This design comes from an exercise in tuning for small area on the open sky130 flow, not from production work. RTL that was checked went through simulation tests only; none was proved equivalent to the original. No activity file was given, so power comes from the tool's default toggle rates.

Design sent_rx, start of the top module:
module sent_rx(
	input clk,
	input reset,
	input data_pulse,
	output reg locked,
	output reg [7:0] tick_len,
	output reg frame_valid,
	output reg frame_crc_ok,
	output reg [3:0] frame_status,
	output reg [23:0] frame_data,
	output reg [2:0] frame_nibbles,
	output reg serial_valid,
	output reg serial_enhanced,
	output reg serial_config,
	output [7:0] serial_id,
	output [15:0] serial_data
	);
Settings: LEC_CHECK=0, CAP_MARGIN=20, CORE_MARGIN=2, CORE_UTILIZATION=40, SLEW_MARGIN=20; clock period 40.0 ns.
standard.sh (not shown) runs the stock make flow with config.mk's settings and CLKGATE_MAP_FILE= SYNTH_SCRIPT=/design/flow/synth_recipe.tcl, a recipe that flattens the netlist after the stock synthesis.
==> flow/flow/run.sh <==
#!/bin/bash
# The standard layout, with the smallest buffer on each port and a clock
# tree of clkbuf_8 without dummy loads. Each tool's output goes to a log here.
set -euo pipefail
export BUFFER_PORTS_ARGS="-buffer_cell sky130_fd_sc_hd__buf_1"
export CTS_ARGS="-sink_clustering_enable -repair_clock_nets -buf_list sky130_fd_sc_hd__clkbuf_8 -dont_use_dummy_load"
bash standard.sh > standard_flow.log 2>&1
Edit:
==> flow/flow/run.sh (replaced) <==
#!/bin/bash
# The standard layout, with the smallest buffer on each port and a clock
# tree of clkbuf_8 without dummy loads. Each tool's output goes to a log here.
set -euo pipefail
export BUFFER_PORTS_ARGS="-buffer_cell sky130_fd_sc_hd__buf_1"
export CTS_ARGS="-sink_clustering_enable -repair_clock_nets -buf_list sky130_fd_sc_hd__clkbuf_4 -dont_use_dummy_load"
bash standard.sh > standard_flow.log 2>&1
Settings changed: CORE_UTILIZATION 40 to 70.
Effect: Clock skew hardly moves; non-clock buffer count grows by 1; wire length goes down by 5.2%; register-to-register slack improved by 60 ps; sequential cell count is unchanged; final cell count came out lower by 10%; worst hold slack improved by 14 ps; sequential share of layout area is higher by 1.4 points; die area came out lower by 42%; sequential power stays flat.

---

Another version of the RTL of sent_rx (not shown whole).
For scale: about 620 cells after synthesis, ~72 I/O pins.
==> flow/design.v (excerpt) <==
module sent_rx(
	input clk,
	input reset,
	input data_pulse,
	output reg locked,
	output reg [7:0] tick_len,
	output reg frame_valid,
	output reg frame_crc_ok,
	output reg [3:0] frame_status,
	output reg [23:0] frame_data,
	output reg [2:0] frame_nibbles,
	output reg serial_valid,
	output reg serial_enhanced,
	output reg serial_config,
	output [7:0] serial_id,
	output [15:0] serial_data
	);
	function [3:0] crc4_step(input [3:0] c, input [3:0] n);
		integer b;
		reg [4:0] t;
		begin
			t = {1'b0, c};
			for (b = 3; b >= 0; b = b - 1) begin
				t = {t[3:0], n[b]};
				if (t[4]) t = t ^ 5'b11101;
			end
			crc4_step = t[3:0];
		end
	endfunction
	reg a;
	reg cal;
	reg [7:0] r;
	reg [7:0] q;
	reg collecting;
	reg [3:0] fc;
	reg frame_end;
	reg [3:0] st_buf;
	reg [23:0] slots;
	reg [3:0] crc;
	reg [3:0] sid_a;
	reg [3:0] sid_b;
	reg [11:0] sdata;
	wire enh_c1 = serial_enhanced & serial_config;
	wire enh_c0 = serial_enhanced & ~serial_config;
	assign serial_id = {sid_a & {4{enh_c0}}, enh_c1 ? sid_a : sid_b};
	assign serial_data = {sid_b & {4{enh_c1}}, sdata};
	reg [16:0] bit3;
	reg [16:0] bit2;
	reg [4:0] count_frame;
	wire fall = a & ~data_pulse;
	wire lock_now = !locked && cal && fall && q != 0;
	wire [7:0] modulus = locked ? tick_len : 8'd56;
	wire [7:0] r_inc = r + 8'd1;
	wire wrap = fall ? (locked ? tick_len == 8'd1 : (cal && q == 8'd1)) : (r_inc == modulus);
	always @(posedge clk) begin
		if (wrap) r <= 8'd0;
		else if (fall) r <= 8'd1;
		else r <= r_inc;
		if (fall) q <= {7'd0, wrap};
		else if (wrap && q != 8'd255) q <= q + 8'd1;
	end
	always @(posedge clk or posedge reset) begin
		if (reset) begin
			a <= 1;
			cal <= 0;
			locked <= 0;
			tick_len <= 0;
			frame_end <= 0;
		end
		else begin
			a <= data_pulse;
			if (fall) cal <= 1;
			if (lock_now) begin
				locked <= 1;
				tick_len <= q;
			end
			frame_end <= locked && collecting && q == 8'd28 && fc >= 4'd3;
		end
	end
	wire is_nib = q >= 8'd12 && q <= 8'd27;
  ...
export LEC_CHECK = 0
export CAP_MARGIN = 20
export CORE_MARGIN = 2
export CORE_UTILIZATION = 40
export SLEW_MARGIN = 20
create_clock -name core_clock -period 40.0 [get_ports {clk}]
==> flow/flow/run.sh <==
#!/bin/bash
# The standard layout, with the smallest buffer on each port and a clock
# tree of clkbuf_8 without dummy loads. Each tool's output goes to a log here.
set -euo pipefail
export BUFFER_PORTS_ARGS="-buffer_cell sky130_fd_sc_hd__buf_1"
export CTS_ARGS="-sink_clustering_enable -repair_clock_nets -buf_list sky130_fd_sc_hd__clkbuf_16 -sink_clustering_size 50 -sink_clustering_max_diameter 100 -dont_use_dummy_load"
bash standard.sh > standard_flow.log 2>&1
Edit:
==> flow/flow/run.sh (replaced) <==
#!/bin/bash
# The standard layout, with the smallest buffer on each port and a clock
# tree of clkbuf_8 without dummy loads. Each tool's output goes to a log here.
set -euo pipefail
export BUFFER_PORTS_ARGS="-buffer_cell sky130_fd_sc_hd__buf_1"
export CTS_ARGS="-sink_clustering_enable -repair_clock_nets -buf_list sky130_fd_sc_hd__clkbuf_8 -dont_use_dummy_load"
bash standard.sh > standard_flow.log 2>&1
Outcome: The changed run passed the timing, design-rule and antenna checks. Worst hold slack barely changes. Worst setup slack gains 0.018 ns. Register-to-register slack stays flat. Wire length hardly moves. Non-clock buffer count is unchanged.
No run of this note included a check of the RTL's function; only the layout flow was run.

==> what the ideal ports hide <==
In the flow no input, the clock included, has a driving cell. The finished layouts below were timed again as built, in two steps. Step 1 assumes that a clkbuf_16 drives the clock port and a buf_2 every other input. Step 2, shift: input delay + t, output delay - t, t = (earliest + latest rising clock arrival at the registers) / 2. This alone moves slack from input paths to output paths. Slacks: ideal ports / drivers / drivers and shift; pairs: ideal ports / drivers.
run | shift t [ns] | slack for setup (ns) | worst data-port slew with drivers (ns)
the first run of note 1 | 0.465 | 30.209 / 30.222 / 29.758 | 0.03
the second run of note 1 | 0.552 | 30.341 / 30.310 / 29.891 | 0.03
the first run of note 2 | 0.461 | 30.040 / 30.060 / 29.599 | 0.03
the second run of note 2 | 0.483 | 30.057 / 30.075 / 29.592 | 0.03
After both steps setup and hold are still met in every run listed. The setup slack of the second run of note 2, which loses most, moves by +0.018 ns with the drivers and by -0.465 ns with both steps.
